From an optimization exercise on the open Yosys and OpenROAD flow, aimed at a short achievable clock period and few clock cycles per item; shortcuts taken in it are not production practice.
The RTL of this run was laid out without a check of its function.
Power and IR drop assume default switching activity.

`design/flow/flow/run.sh`:
```
#!/bin/bash
# Layout flow: the standard ORFS flow (standard.sh) with three changes:
#  - synthesis maps the logic with abc using flow/abc_fast.script, which maps
#    every path for delay (the standard script recovers area on paths abc
#    thinks are short, which is most of the paths from the input ports);
#  - no full/half adder cells (ADDER_MAP_FILE empty): the adders, written as
#    prefix adders in the RTL, go to abc as plain logic;
#  - repair_timing aims at a tighter setup margin than the 5 ns that the
#    settings list allows, so it keeps working down to a ~3.5 ns period.
# Registers, constraints, floorplan, CTS and routing are standard.sh's.
# make's full output goes to flow_make.log here; ORFS keeps each step's log
# under orfs/logs/.
set -euo pipefail
WD=$(pwd)
MARGIN=${FLOW_SETUP_MARGIN:-6.5}
cat > flow_synth.tcl <<EOS
proc abc {args} {
  set i [lsearch -exact \$args -script]
  if {\$i >= 0} { lset args [expr {\$i + 1}] $WD/flow/abc_fast.script }
  yosys abc {*}\$args
}
source $WD/synth_recipe.tcl
EOS
grep -q 'SYNTH_SCRIPT=[^ ]*synth_recipe.tcl' standard.sh
grep -q '"${@:-finish}"' standard.sh
sed -e "s|SYNTH_SCRIPT=[^ ]*synth_recipe.tcl|SYNTH_SCRIPT=$WD/flow_synth.tcl|" \
    -e "s|\"\${@:-finish}\"|SETUP_SLACK_MARGIN=${MARGIN} ADDER_MAP_FILE= \"\${@:-finish}\"|" \
    standard.sh > flow_standard.sh
grep -q "SETUP_SLACK_MARGIN=${MARGIN} ADDER_MAP_FILE=" flow_standard.sh
grep -q "SYNTH_SCRIPT=$WD/flow_synth.tcl" flow_standard.sh
bash flow_standard.sh "$@" > flow_make.log 2>&1
```
`design/flow/flow/abc_fast.script`:
```
strash
dch -f
map -D 10
buffer -c
topo
stime -c
upsize -c
dnsize -c
```
`design/flow/standard.sh`:
```
#!/bin/bash
# synth_recipe.tcl (not shown) runs the flow's synth.tcl, then flattens the netlist and writes it again
# the make line also repeats each setting of config.mk as NAME=value (left out here)
make -C /OpenROAD-flow-scripts/flow DESIGN_CONFIG=/design/flow/config.mk WORK_HOME=/design/flow/orfs CLKGATE_MAP_FILE= SYNTH_SCRIPT=/design/flow/synth_recipe.tcl "${@:-finish}"
```
`design/flow/config.mk`:
```
export PLATFORM = sky130hd
export DESIGN_NAME = top_RISCV
export DESIGN_NICKNAME = top_RISCV
export VERILOG_FILES = /design/flow/design.v
export SDC_FILE = /design/flow/constraint.sdc
export NUM_CORES = 8
export LEC_CHECK = 0
export CAP_MARGIN = 20
export CORE_MARGIN = 2
export CORE_UTILIZATION = 40
export SETUP_SLACK_MARGIN = 5
export SLEW_MARGIN = 20
```
`design/flow/constraint.sdc`:
```
create_clock -name core_clock -period 10.0 [get_ports {clk}]
set_input_delay 2.0000 -clock core_clock [delete_from_list [all_inputs] [get_ports {clk}]]
set_output_delay 2.0000 -clock core_clock [all_outputs]
set_load 0.01 [all_outputs]
```
`design/flow/design.v`:
```
module adder #(parameter N = 32) (
    input  wire [N-1:0] a,
    input  wire [N-1:0] b,
    input  wire         ci,
    output wire [N-1:0] s
);
localparam L = (N > 1) ? $clog2(N) : 1;
wire [N-1:0] p = a ^ b;
wire [N-1:0] g = {a[N-1:1] & b[N-1:1], (a[0] & b[0]) | (p[0] & ci)};
genvar k;
generate
    for (k = 0; k < L; k = k + 1) begin : g_lvl
        wire [N-1:0] gi, pi, go, po;
        if (k == 0) begin : g_first
            assign gi = g;
            assign pi = p;
        end else begin : g_next
            assign gi = g_lvl[k-1].go;
            assign pi = g_lvl[k-1].po;
        end
        assign go = gi | (pi & {gi[N-1-(1<<k):0], {(1<<k){1'b0}}});
        assign po = pi & {pi[N-1-(1<<k):0], {(1<<k){1'b0}}};
    end
endgenerate
wire [N-1:0] c = {g_lvl[L-1].go[N-2:0], ci};
assign s = p ^ c;
endmodule
module rfread (
    input  wire [4:0]       sel,
    input  wire [31*32-1:0] regs,
    output wire [31:0]      q
);
wire [32*32-1:0] all = {regs, 32'd0};
assign q = all[sel*32 +: 32];
endmodule
module eqcmp #(parameter N = 32) (
    input  wire [N-1:0] a,
    input  wire [N-1:0] b,
    output wire         eq
);
assign eq = ~|(a ^ b);
endmodule
module addz #(parameter N = 32) (
    input  wire [N-1:0] a,
    input  wire [N-1:0] b,
    output wire         z
);
assign z = ~|((a ^ b) ^ {a[N-2:0] | b[N-2:0], 1'b0});
endmodule
module top_RISCV #(
    parameter n = 10,
    parameter m = 32
)(
    input wire clk,
    input wire rst,
    output wire [n-1:0] addr,
    output wire [m-1:0] write_data,
    output wire memwr,
    input wire [31:0] read_data,
    output wire [31:0] PC,
    input wire [31:0] instr
);
localparam [6:0] OP_R = 7'b0110011, OP_I = 7'b0010011, OP_L = 7'b0000011,
                 OP_S = 7'b0100011, OP_B = 7'b1100011, OP_J = 7'b1101111,
                 OP_JR = 7'b1100111;
reg  [7:0]  fidx;            
reg  [7:0]  pc_o;            
reg  [31:0] pc_x;            
reg         v_e;
reg  [31:0] a_e, b_e, sd_e, imm_e;
reg         fa_e, fb_e, fs_e;        
reg         wa_e, wb_e, ws_e;        
reg  [4:0]  rd_e;
reg         wen_e, sub_e, and_e, or_e, br_e, bne_e, jal_e, jalr_e, lw_e, sw_e, link_e, alu_e, add_e;
reg  [7:0]  pred_e;
reg  [31:0] npc;             
reg  [31:0] res_m;
reg  [4:0]  rd_m;
reg         wen_m, ld_m;
reg  [31:0] wb_w;            
reg  [9:0]  addr_r;
reg  [31:0] wdata_r;
reg         memwr_r;
reg  [7:0]  ras;             
reg  [31:0] rf [1:31];
assign PC         = {pc_x[31:10], pc_o, pc_x[1:0]};
assign addr       = addr_r;
assign write_data = wdata_r;
assign memwr      = memwr_r;
wire [31:0] mval = ld_m ? read_data : res_m;
wire [31:0] A  = fa_e ? res_m : wa_e ? wb_w : a_e;
wire [31:0] B  = fb_e ? res_m : wb_e ? wb_w : b_e;
wire [31:0] SD = fs_e ? mval  : ws_e ? wb_w : sd_e;
wire [31:0] sum, tgt;
wire [29:0] link_hi;
adder #(32) u_sum  (.a(A), .b(sub_e ? ~B : B), .ci(sub_e), .s(sum));
adder #(32) u_tgt  (.a(npc), .b(imm_e), .ci(1'b0), .s(tgt));
adder #(30) u_link (.a(npc[31:2]), .b(30'd0), .ci(1'b1), .s(link_hi));
wire [31:0] link = {link_hi, npc[1:0]};
wire [31:0] alu = and_e ? (A & B) : or_e ? (A | B) : sum;
wire [31:0] res_e = link_e ? link : alu;
wire eq;
eqcmp #(32) u_eq (.a(A), .b(B), .eq(eq));
wire taken = br_e & (eq ^ bne_e);
wire okT, okN, okR;
eqcmp #(8) u_okt (.a(tgt[9:2]),  .b(pred_e), .eq(okT));
eqcmp #(8) u_okn (.a(link[9:2]), .b(pred_e), .eq(okN));
eqcmp #(8) u_okr (.a(sum[9:2]),  .b(pred_e), .eq(okR));
wire misT = ~okT;
wire misN = ~okN;
wire misR = ~okR;
wire e_mis = v_e & (jalr_e ? misR : (jal_e | taken) ? misT : misN);
wire [31:0] e_next = jalr_e ? {sum[31:1], 1'b0} : (jal_e | taken) ? tgt : link;
wire [7:0]  e_idx  = jalr_e ? sum[9:2] : (jal_e | taken) ? tgt[9:2] : link[9:2];
wire        e_mis_t = v_e & (jalr_e ? misR : misT);    
wire        e_mis_n = v_e & (jalr_e ? misR : misN);    
wire add_z;
addz #(32) u_addz (.a(A), .b(B), .z(add_z));
wire ezero = sub_e ? eq : and_e ? ~|(A & B) : or_e ? ~|(A | B) : add_z;
wire [6:0] op  = instr[6:0];
wire [2:0] f3  = instr[14:12];
wire [4:0] rs1 = instr[19:15];
wire [4:0] rs2 = instr[24:20];
wire [4:0] rd  = instr[11:7];
wire is_r    = (op == OP_R);
wire is_i    = (op == OP_I);
wire is_lw   = (op == OP_L);
wire is_sw   = (op == OP_S);
wire is_br   = (op == OP_B);
wire is_jal  = (op == OP_J);
wire is_jalr = (op == OP_JR);
wire wen_d    = (is_r | is_i | is_lw | is_jal | is_jalr) & (rd != 5'd0);
wire useimm_d = is_i | is_lw | is_sw | is_jalr;
wire use1_d   = is_r | is_i | is_lw | is_sw | is_br | is_jalr;
wire use2_d   = is_r | is_br;
wire [31:0] imm_i = {{20{instr[31]}}, instr[31:20]};
wire [31:0] imm_s = {{20{instr[31]}}, instr[31:25], instr[11:7]};
wire [31:0] imm_b = {{20{instr[31]}}, instr[7], instr[30:25], instr[11:8], 1'b0};
wire [31:0] imm_j = {{12{instr[31]}}, instr[19:12], instr[20], instr[30:21], 1'b0};
wire [31*32-1:0] rfv;
wire [31:0] rf1, rf2;
rfread u_rf1 (.sel(rs1), .regs(rfv), .q(rf1));
rfread u_rf2 (.sel(rs2), .regs(rfv), .q(rf2));
wire e1 = v_e & wen_e & (rd_e == rs1);
wire e2 = v_e & wen_e & (rd_e == rs2);
wire m1 = wen_m & (rd_m == rs1);
wire m2 = wen_m & (rd_m == rs2);
wire stall = lw_e & ((e1 & use1_d) | (e2 & use2_d));
wire [7:0] seq   = fidx + 8'd1;
wire       h_d   = f3[0] ^ (rs1 == rs2);
wire       e_alu = v_e & alu_e & wen_e;
wire       br_ex = e_alu & (((rs2 == 5'd0) & (rd_e == rs1)) | ((rs1 == 5'd0) & (rd_e == rs2)));
wire       br_pt = br_ex ? (ezero ^ f3[0]) : h_d;
wire [9:0] jr_e, jr_m;
adder #(10) u_jre (.a(sum[9:0]), .b(imm_i[9:0]), .ci(1'b0), .s(jr_e));
adder #(10) u_jrm (.a(res_m[9:0]), .b(imm_i[9:0]), .ci(1'b0), .s(jr_m));
wire [7:0] jr_pt = e1 ? ((e_alu & add_e) ? jr_e[9:2] : seq) :
                   m1 ? (ld_m ? seq : jr_m[9:2]) :
                   (rs1 == 5'd1) ? ras : seq;
wire [7:0] jal_t, br_t;
adder #(8) u_jal (.a(fidx), .b(imm_j[9:2]), .ci(1'b0), .s(jal_t));
adder #(8) u_br  (.a(fidx), .b(imm_b[9:2]), .ci(1'b0), .s(br_t));
wire [7:0] f_t = is_jal ? jal_t : is_br ? br_t : is_jalr ? jr_pt : seq;
wire [7:0] f_n = is_jal ? jal_t : is_jalr ? jr_pt : seq;
wire [7:0] f_next = br_pt ? f_t : f_n;
wire [7:0] e_side   = e_mis ? e_idx : fidx;
wire [7:0] idx_next = (e_mis | stall) ? e_side : f_next;
always @(posedge clk or posedge rst) begin
    if (rst)
        fidx <= 8'd0;
    else
        fidx <= idx_next;
end
always @(posedge clk) begin
    if (rst)
        pc_o <= 8'd0;
    else
        pc_o <= idx_next;
end
always @(posedge clk) begin
    if (rst)
        pc_x <= 32'd0;
    else if (v_e)
        pc_x <= e_next;
end
always @(posedge clk or posedge rst) begin
    if (rst)
        v_e <= 1'b0;
    else
        v_e <= ~e_mis & ~stall;
end
always @(posedge clk) begin
    a_e    <= rf1;
    fa_e   <= e1;
    wa_e   <= ~e1 & m1;
    b_e    <= useimm_d ? (is_sw ? imm_s : imm_i) : rf2;
    fb_e   <= ~useimm_d & e2;
    wb_e   <= ~useimm_d & ~e2 & m2;
    sd_e   <= rf2;
    fs_e   <= e2;
    ws_e   <= ~e2 & m2;
    imm_e  <= is_jal ? imm_j : imm_b;
    rd_e   <= rd;
    wen_e  <= wen_d;
    sub_e  <= is_r & (f3 == 3'b000) & instr[30];
    and_e  <= (is_r | is_i) & (f3 == 3'b111);
    or_e   <= (is_r | is_i) & (f3 == 3'b110);
    add_e  <= ~(is_r & instr[30]) & (f3 == 3'b000);
    br_e   <= is_br;
    bne_e  <= f3[0];
    jal_e  <= is_jal;
    jalr_e <= is_jalr;
    lw_e   <= is_lw;
    sw_e   <= is_sw;
    link_e <= is_jal | is_jalr;
    alu_e  <= is_r | is_i;
    pred_e <= f_next;
end
always @(posedge clk or posedge rst) begin
    if (rst) begin
        npc     <= 32'd0;
        wen_m   <= 1'b0;
        memwr_r <= 1'b0;
    end else begin
        if (v_e)
            npc <= e_next;
        wen_m   <= v_e & wen_e;
        memwr_r <= v_e & sw_e;
    end
end
always @(posedge clk) begin
    res_m   <= res_e;
    rd_m    <= rd_e;
    ld_m    <= lw_e;
    addr_r  <= sum[9:0];
    wdata_r <= SD;
    wb_w    <= mval;
end
always @(posedge clk or posedge rst) begin
    if (rst)
        ras <= 8'd0;
    else if (v_e & link_e & (rd_e == 5'd1))
        ras <= link[9:2];
end
genvar gi;
generate
    for (gi = 1; gi < 32; gi = gi + 1) begin : g_rf
        always @(posedge clk or posedge rst) begin
            if (rst)
                rf[gi] <= 32'd0;
            else if (wen_m && rd_m == gi)
                rf[gi] <= mval;
        end
        assign rfv[(gi-1)*32 +: 32] = rf[gi];
    end
endgenerate
endmodule
```
==> flow_metrics.tcl <==
set metrics [dict create \
    status "finished clean" \
    n_fill_cell 17000 \
    seq_area_mm2 0.0320 \
    antenna_found_initial 28 \
    cp_slowest_stage_delay_ns 0.49 \
    grt_pass1_vias 73400 \
    vias 80600 \
    whs_ns 0.350 \
    syn_area_per_cell_um2 7.53 \
    dpl_cell_area_mm2 0.0753 \
    hold_buffers 0 \
    cp_cell_sequence "bufbuf_16, nand2_1, nand3_1, nand4_1, nand2_1, nand4_1, nor4_4, nand3_4, a21boi_4, o21ai_4, and2_4, clkinv_8, o21ai_4, a21oi_4, nand2_4, nand2_2, o21bai_4, a21oi_2" \
    via_per_inst 6.63 \
    area_growth_pct 23.9 \
    setup_violations 0 \
    rsz0062_at_grt "true" \
    worstMarginPinSlew_ns 1.29 \
    drv_cap 0 \
    fmax_mhz 254 \
    gp_congestion 1.00 \
    core_area_mm2 0.179 \
    p_int_w 0.0108 \
    dr.pass1.iters 10 \
    fin_ws_ns 6.06 \
    yosys.area.top_type_share 0.362 \
    rows 155 \
    grt_util_all_layers 0.404 \
    netlist.top_cell.by_area "dfrtp_1" \
    die_w_um 428 \
    crit_fanout 14 \
    ys_ff_latch 1335 \
    yosys_warnings 2 \
    wire_per_inst_um 32.4 \
    p_seq_frac 0.369 \
    die_h_um 428 \
    synth.top_cells.by_count "o21ai_0 (2,027), nand2_1 (1,915), dfrtp_1 (1,043)" \
    yosysSeqAreaShare 0.444 \
    pwr-share-clk 0.326 \
    worstPathArrival_ns 4.61 \
    crit_family "simple AND/OR/NAND/NOR gates" \
    ioPinCount 141 \
    finalHoldViolCount 0 \
    ant_nets 0 \
    critPathBufInv 2 \
    ir_worst_vdd_mv 0.118 \
    grt_pass1_wl_um 541000 \
    io_buffers 140 \
    drive_above_1_share 0.153 \
    ys_async_sr_fraction 0.781 \
    finalNetCount 9714 \
    ys.flop_type "dfrtp_1" \
    critical_path_class "reg -> reg" \
    clkTransAtPathRegs_ns 0.06 \
    root_buffer "clkbuf_16" \
    synth_edf_count 0 \
    critPathSlowestCell "nor4_4" \
    multiInputGateArea_mm2 0.0382 \
    yosysUniqueCellTypes 84 \
    die-area_mm2 0.183 \
    drc_errors 0 \
    place_inst 11500 \
    postSynthCellCount 9570 \
    swShare 0.390 \
    critPathLaunchType "flop" \
    required_ns 10.67 \
    grt_overflow 0 \
    fin_area_mm2 0.0892 \
    synth_most_common_cell "o21ai_0" \
    dpl_worst_slack_ns 4.07 \
    p_per_area_mw_per_mm2 199 \
    cts_buffer_depth 3 \
    hold_class "reg -> reg" \
    fin_worst_skew_ns 0.0703 \
    start_util 0.403 \
    relSlewSlack 0.129 \
    p_leak_nw 40.6 \
    dr.first_iter.drc_count 14300 \
    cts_made_buffers 152 \
    grt_max_degree 104 \
    routed_wl_um 393000 \
    combPwrFrac 0.304 \
    endpoint_kind "flop" \
    min_period_ns 3.94 \
    synth_area_mm2 0.0720 \
    cts.sinks 1335 \
    clk_latency_ns 0.86 \
    syn_nets 9636 \
    place.detailed.hpwl_um 214000 \
    power_switching_w 0.00691 \
    htree_levels 4 \
    min_period_over_period 0.394 \
    final_cells 12200 \
    cts_tree "yes" \
    maxSlewViolCount 0 \
    synthTopCellsByArea "dfrtp_1 (36%), o21ai_0 (14%), nand2_1 (10%)" \
]
[timing repair]
| item | in CTS | in global routing |
|---|---|---|
| pin swaps | 109 | 183 |
| buffers inserted | 167 | 130 |
| gates resized for setup | 703 | 403 |
| endpoints found under the hold margin | 0 | 0 |
| gates cloned | 60 | 28 |
| endpoints found under the setup margin | 1135 | 671 |
[cell usage in the layout (no fill, tap or decap), types with 74 or more instances in the layout]
cell       instances
o21ai_0         1917
nand2_1         1793
dfrtp_1         1042
nor2_1           657
a21oi_1          547
inv_1            546
buf_4            349
dfxtp_1          274
nand3_1          271
a221oi_1         220
clkbuf_16        178
o211ai_1         122
nand2_2          106
nand4_1          103
o221ai_1          95
xor2_1            83
o21ai_1           74
[layout make-up]
| cell class | count | share of cell area |
|---|---|---|
| sequential | 1335 | 0.358 |
| inverter | 586 | 0.0274 |
| antenna | 21 | 0.000589 |
| tap | 2355 | 0.0330 |
| clock inverter | 45 | 0.00654 |
| multi-input combinational | 6881 | 0.428 |
| timing repair buffer | 685 | 0.0953 |
| timing repair inverter | 7 | 0.000757 |
| clock buffer | 238 | 0.0502 |
[state kept, by name (all words and copies together) (netlist names), 10 cells and up]
signal / count
rf: 992
a_e: 32
b_e: 32
npc: 32
res_m: 32
sd_e: 32
wb_w: 32
wdata_r: 32
pc_x: 24
imm_e: 20
addr_r: 10
[power by group through the flow]
stage | logic (W) | clock network (W) | registers (W)
floorplan | 0.00271 | 0 | 0.00636
global placement | 0.00439 | 0 | 0.00659
global route | 0.00566 | 0.00601 | 0.00658
CTS | 0.00480 | 0.00579 | 0.00650
finish | 0.00540 | 0.00579 | 0.00656
detailed placement | 0.00439 | 0 | 0.00659
[cells by family (layout without fill, tap and decap cells)]
group,Yosys count,after routing,synth area share
XOR/XNOR,120,120,0.0152
buffers and inverters,1361,1561,0.0728
flip-flops,1335,1335,0.444
other,0,21,0
AND/OR/NAND/NOR,3254,3261,0.187
AO/OA/AOI/OAI,3500,3500,0.282
[worst reg2reg max path: cells and delay by family (launching register included)]
kind / cells / cell delay, ns
buffers and inverters: 2 / 0.42
flip-flops: 1 / 0.43
AO/OA/AOI/OAI: 6 / 0.87
AND/OR/NAND/NOR: 10 / 2.10
[through the flow]
stage          total power, W  TNS [ns]   util
2_1_floorplan         0.00906  -6950.41      -
5_1_grt                0.0182         0  0.499
6_report               0.0177         0  0.500
3_3_place_gp           0.0110         0  0.421
3_5_place_dp           0.0110         0  0.421
4_1_cts                0.0171         0  0.480
[path summary, 6_finish.rpt]
check	startpoint	end	slack, ns	depth (start not counted)
worst max-delay path	wa_e$_DFF_P_	pc_o[4]$_SDFF_PP0_	6.06	18
worst min-delay path	lw_e$_DFF_P_	ld_m$_DFF_P_	0.35	0
worst max register to register	wa_e$_DFF_P_	pc_o[4]$_SDFF_PP0_	6.06	18
worst min register to register	lw_e$_DFF_P_	ld_m$_DFF_P_	0.35	0
max in group asynchronous	rst	rf[15][17]$_DFFE_PP0P_	6.74	6
min in group asynchronous	rst	ras[6]$_DFFE_PP0P_	1.91	4
[per-layer routing]
layer	part of all wire	routed length, um	up-vias	GRT usage
met4	0.078	30600	14	0.267
li1	-	-	33400	-
met1	0.37	145000	38800	0.521
met3	0.15	57400	1663	0.141
met2	0.41	160000	6724	0.569
met5	0.00059	234	-	0

afterwards: timing with drivers on the ports:
In the flow no input, the clock included, has a driving cell. The finished layout below was timed again as built, in two steps.
Step 1 sets driving cells, clkbuf_16 on the clock port and buf_2 on the other inputs (assumed; they add their load-dependent delay and slew).
Step 2 moves the port delays by t, midway between the first and last clock arrival at a register: inputs arrive t later, outputs are due t later. That takes back most of the time a late clock gives input paths.
Slacks: ideal ports / drivers / drivers and shift; pairs: ideal ports / drivers.
t (ns): 0.915
setup WS [ns]: 6.058 / 5.927 / 5.011
hold WS [ns]: 0.350 / 0.350 / 0.350
pins driven straight from the clock port: 1
After both steps this run still meets setup and hold. For this run, drivers alone change the setup slack by -0.131 ns; drivers and shift together by -1.047 ns.
